This design comes from an exercise in tuning for small area and a short achievable clock period on the open sky130 flow, not from production work.
At most, simulation tests tie the RTL to the original design; equivalence was not proved.
The flow treats the clock pin as an ideal source, which a real chip does not have.
Power figures rest on the tool's default switching activity, not on a simulated workload.

==> module game_logic, before the edit <==
module game_logic(
	input clock,
	input resetn,
	input button1,
	input button0,
	input [7:0]player_input,
	output reg [2:0] colour,
	output [9:0] x,
	output [8:0] y,
	output reg plot
);
	reg [8:0] xr;
	reg [7:0] yr;
	assign x = {1'b0, xr};
	assign y = {1'b0, yr};
	wire [9:0] debounced_input;
	wire debounced_resetn;
	genvar g;
	generate
		for (g = 0; g < 8; g = g + 1) begin : deb_col
			debouncer d(.clk(clock), .resetn(resetn), .noisy_signal(player_input[g]),
				.debounced_signal(debounced_input[g]));
		end
	endgenerate
	debouncer debounce_8(.clk(clock), .resetn(resetn), .noisy_signal(button1),
		.debounced_signal(debounced_input[8]));
	debouncer debounce_9(.clk(clock), .resetn(resetn), .noisy_signal(button0),
		.debounced_signal(debounced_input[9]));
	reset_debouncer debounce_reset(.clk(clock), .resetn(resetn),
		.debounced_signal(debounced_resetn));
	reg [2:0] height [0:7];
	reg [5:0] same [0:7];
	reg turn;
	reg win_flag;
	function above(input [2:0] h, input integer k);
		case (k)
			0: above = h[2] | h[1] | h[0];
			1: above = h[2] | h[1];
			2: above = h[2] | (h[1] & h[0]);
			3: above = h[2];
			4: above = h[2] & (h[1] | h[0]);
			default: above = h[2] & h[1];
		endcase
	endfunction
	function [2:0] inc(input [2:0] h);
		inc = {h[2] | (h[1] & h[0]), h[1] ^ h[0], ~h[0]};
	endfunction
	reg [5:0] mine [0:7];
	integer c, k, d;
	always @* begin
		for (c = 0; c < 8; c = c + 1)
			for (k = 0; k < 6; k = k + 1)
				mine[c][k] = above(height[c], k) & same[c][k];
	end
	reg line;
	always @* begin
		line = 1'b0;
		for (c = 0; c < 8; c = c + 1)
			for (k = 0; k < 6; k = k + 1) begin
				if (k < 3)
					line = line | (mine[c][k] & mine[c][k+1] & mine[c][k+2] & mine[c][k+3]);
				if (c < 5)
					line = line | (mine[c][k] & mine[c+1][k] & mine[c+2][k] & mine[c+3][k]);
				if (c < 5 && k < 3)
					line = line | (mine[c][k] & mine[c+1][k+1] & mine[c+2][k+2] & mine[c+3][k+3]);
				if (c < 5 && k > 2)
					line = line | (mine[c][k] & mine[c+1][k-1] & mine[c+2][k-2] & mine[c+3][k-3]);
			end
	end
	wire button_ok = turn ? debounced_input[8] : debounced_input[9];
	reg [7:0] place;
	always @* begin
		for (c = 0; c < 8; c = c + 1)
			place[c] = debounced_input[c] & ~(height[c][2] & height[c][1]) & button_ok;
	end
	wire any_place = |place;
	function mod5is(input [5:0] q, input integer r);
		integer n;
		begin
			mod5is = 1'b0;
			for (n = r; n < 46; n = n + 5)
				if (q == n) mod5is = 1'b1;
		end
	endfunction
	wire x_wrap = xr[8] & xr[6] & xr[5] & xr[3];    
	wire y_wrap = yr[7] & yr[6] & yr[5] & yr[4];    
	wire x_cell_end = (xr[2:0] == 3'd7) & mod5is(xr[8:3], 4);
	wire x_grid_end = (xr[2:0] == 3'd3) & mod5is(xr[8:3], 0);
	reg [7:0] col;       
	reg x_grid;
	reg [5:0] lvl;
	always @* begin
		for (k = 0; k < 6; k = k + 1)
			lvl[k] = (yr >= 40 * (5 - k)) && (yr < 40 * (6 - k));
	end
	wire y_grid = ~yr[2] & mod5is({1'b0, yr[7:3]}, 0);
	wire on_grid = x_grid | y_grid;
	reg cell_occ, cell_same;
	reg [2:0] hsel;
	reg [5:0] ssel;
	always @* begin
		hsel = 3'd0;
		ssel = 6'd0;
		for (c = 0; c < 8; c = c + 1) begin
			hsel = hsel | ({3{col[c]}} & height[c]);
			ssel = ssel | ({6{col[c]}} & same[c]);
		end
		cell_occ = 1'b0;
		cell_same = 1'b0;
		for (k = 0; k < 6; k = k + 1) begin
			cell_occ = cell_occ | (lvl[k] & above(hsel, k));
			cell_same = cell_same | (lvl[k] & ssel[k]);
		end
	end
	wire cell_own = cell_same ^ turn;
	always @(posedge clock) begin
		if (!debounced_resetn) begin
			xr <= 0;
			yr <= 0;
			colour <= 3'b000;
			plot <= 1'b0;
			col <= 8'd1;
			x_grid <= 1'b1;
			turn <= 1'b0;
			win_flag <= 1'b0;
			for (c = 0; c < 8; c = c + 1)
				height[c] <= 0;
		end else begin
			for (c = 0; c < 8; c = c + 1)
				if (place[c])
					height[c] <= inc(height[c]);
			if (any_place)
				turn <= ~turn;
			if (line)
				win_flag <= 1'b1;
			if (win_flag)
				colour <= turn ? 3'b100 : 3'b010;
			else if (on_grid)
				colour <= 3'b001;
			else if (cell_occ)
				colour <= cell_own ? 3'b010 : 3'b100;
			else
				colour <= 3'b111;
			if (x_wrap) begin
				xr <= 9'd0;
				col <= 8'd1;
				x_grid <= 1'b1;
				if (y_wrap)
					yr <= 8'd0;
				else
					yr <= yr + 8'd1;
			end else begin
				xr <= xr + 9'd1;
				if (x_cell_end) begin
					col <= col << 1;
					x_grid <= 1'b1;
				end else if (x_grid_end)
					x_grid <= 1'b0;
			end
			plot <= 1'b1;
		end
	end
	always @(posedge clock) begin
		for (c = 0; c < 8; c = c + 1)
			for (k = 0; k < 6; k = k + 1)
				same[c][k] <= ~above(height[c], k) | (same[c][k] ^ any_place);
	end
endmodule
==> flow/config.mk <==
export PLATFORM = sky130hd
export DESIGN_NAME = game_logic
export DESIGN_NICKNAME = game_logic
export VERILOG_FILES = /design/flow/design.v
export SDC_FILE = /design/flow/constraint.sdc
export NUM_CORES = 4
export LEC_CHECK = 0
export CAP_MARGIN = 20
export CORE_MARGIN = 2
export CORE_UTILIZATION = 40
export SLEW_MARGIN = 20
==> flow/constraint.sdc <==
create_clock -name core_clock -period 8.0 [get_ports {clock}]
set_input_delay 1.6000 -clock core_clock [delete_from_list [all_inputs] [get_ports {clock}]]
set_output_delay 1.6000 -clock core_clock [all_outputs]
set_load 0.01 [all_outputs]
standard.sh (not shown) runs the stock make flow with config.mk's settings and CLKGATE_MAP_FILE= SYNTH_SCRIPT=/design/flow/synth_recipe.tcl, a recipe that flattens the netlist after the stock synthesis.
==> flow/flow/run.sh <==
#!/bin/bash
set -euo pipefail
MARGIN=${MARGIN:-5.6}
KNOBS="CORE_UTILIZATION=55 SETUP_SLACK_MARGIN=$MARGIN CTS_CLUSTER_SIZE=25 CTS_CLUSTER_DIAMETER=60"
bash standard.sh $KNOBS cts > standard_cts.log 2>&1
R=orfs/results/sky130hd/game_logic/base
ODB=$R/4_cts.odb ODB_OUT=$R/4_cts.odb openroad -no_init -exit flow/drop_root.tcl > drop_root.log 2>&1
bash standard.sh $KNOBS finish > standard.log 2>&1
==> flow/flow/drop_root.tcl <==
# Remove the clock tree's root buffer: the clock port drives the tree's first
# level of buffers directly (two to four cell pins), which takes one buffer
# delay out of every register's clock arrival alike.
read_db $::env(ODB)
set block [ord::get_db_block]
set port_net [$block findNet clock]
set drv ""
foreach it [$port_net getITerms] {
  lappend drv $it
}
if { [llength $drv] != 1 } { error "clock port net has [llength $drv] cell pins" }
set root [[lindex $drv 0] getInst]
set root_name [$root getName]
set out_net ""
foreach it [$root getITerms] {
  if { [$it isOutputSignal] } { set out_net [$it getNet] }
}
set loads {}
foreach it [$out_net getITerms] {
  if { [$it getInst] != $root } { lappend loads $it }
}
puts "root $root_name drives [llength $loads] pins on [$out_net getName]"
if { [llength $loads] > 4 } {
  puts "more than 4 loads: the tree is left as it is"
  write_db $::env(ODB_OUT)
  exit
}
foreach it $loads {
  $it disconnect
  $it connect $port_net
}
odb::dbInst_destroy $root
odb::dbNet_destroy $out_net
puts "clock port now drives [llength [$port_net getITerms]] cell pins"
write_db $::env(ODB_OUT)
Rerun with:
--- a/flow/design.v
+++ b/flow/design.v
@@ -122,14 +122,16 @@
 				if (q == n) mod5is = 1'b1;
 		end
 	endfunction
 	wire x_wrap = xr[8] & xr[6] & xr[5] & xr[3];    
 	wire y_wrap = yr[7] & yr[6] & yr[5] & yr[4];    
-	wire x_cell_end = (xr[2:0] == 3'd7) & mod5is(xr[8:3], 4);
-	wire x_grid_end = (xr[2:0] == 3'd3) & mod5is(xr[8:3], 0);
 	reg [7:0] col;       
-	reg x_grid;
+	always @* begin
+		for (c = 0; c < 8; c = c + 1)
+			col[c] = (xr >= 40 * c) && (xr < 40 * (c + 1));
+	end
+	wire x_grid = ~xr[2] & mod5is(xr[8:3], 0);
 	reg [5:0] lvl;
 	always @* begin
 		for (k = 0; k < 6; k = k + 1)
 			lvl[k] = (yr >= 40 * (5 - k)) && (yr < 40 * (6 - k));
 	end
@@ -157,12 +159,10 @@
 		if (!debounced_resetn) begin
 			xr <= 0;
 			yr <= 0;
 			colour <= 3'b000;
 			plot <= 1'b0;
-			col <= 8'd1;
-			x_grid <= 1'b1;
 			turn <= 1'b0;
 			win_flag <= 1'b0;
 			for (c = 0; c < 8; c = c + 1)
 				height[c] <= 0;
 		end else begin
@@ -181,23 +181,16 @@
 				colour <= cell_own ? 3'b010 : 3'b100;
 			else
 				colour <= 3'b111;
 			if (x_wrap) begin
 				xr <= 9'd0;
-				col <= 8'd1;
-				x_grid <= 1'b1;
 				if (y_wrap)
 					yr <= 8'd0;
 				else
 					yr <= yr + 8'd1;
 			end else begin
 				xr <= xr + 9'd1;
-				if (x_cell_end) begin
-					col <= col << 1;
-					x_grid <= 1'b1;
-				end else if (x_grid_end)
-					x_grid <= 1'b0;
 			end
 			plot <= 1'b1;
 		end
 	end
 	always @(posedge clock) begin
Outcome: Die area fell slightly. Power came out higher by a little under a tenth. Sequential power is about the same. Final area increases by a few percent. Wire length is higher by roughly a tenth. Maximum frequency falls by a little under a tenth. Global-route usage rises by 3.2 points. Register-to-register slack gets worse by 220 ps. Sequential share of layout area goes down by 3.4 points. Critical path depth grows by 8. Cell count rose by a few percent. Clock-buffer cell count is higher by 1. Worst setup slack gets worse by 220 ps. Core utilization increases by 3.4 points.
No functional check of the RTL was part of the second run of this note.

-- afterwards: timing with drivers on the ports --
The flow's constraints put no driver on any port. The routed layouts listed below were extracted and timed again, unchanged, in two steps. Step 1 assumes that a clkbuf_16 drives the clock port and a buf_2 every other input. Step 2 adds t to the input delays and takes it off the output delays; t is the mean of the earliest and latest rising clock arrival at the registers after step 1. Input paths then give back, and output paths get back, about the clock's delay inside the block. Three values: no drivers, after step 1, after step 2; two values: the first two.
run | t, ns | setup slack, ns | hold slack, ns
the first run | 0.394 | 5.582 / 5.526 / 5.275 | 0.376 / 0.376 / 0.376
the second run | 0.479 | 5.358 / 5.358 / 5.209 | 0.387 / 0.387 / 0.387
After both steps setup and hold are still met in every run listed. For the first run, which loses most, drivers alone change the setup slack by -0.056 ns; drivers and shift together by -0.307 ns.
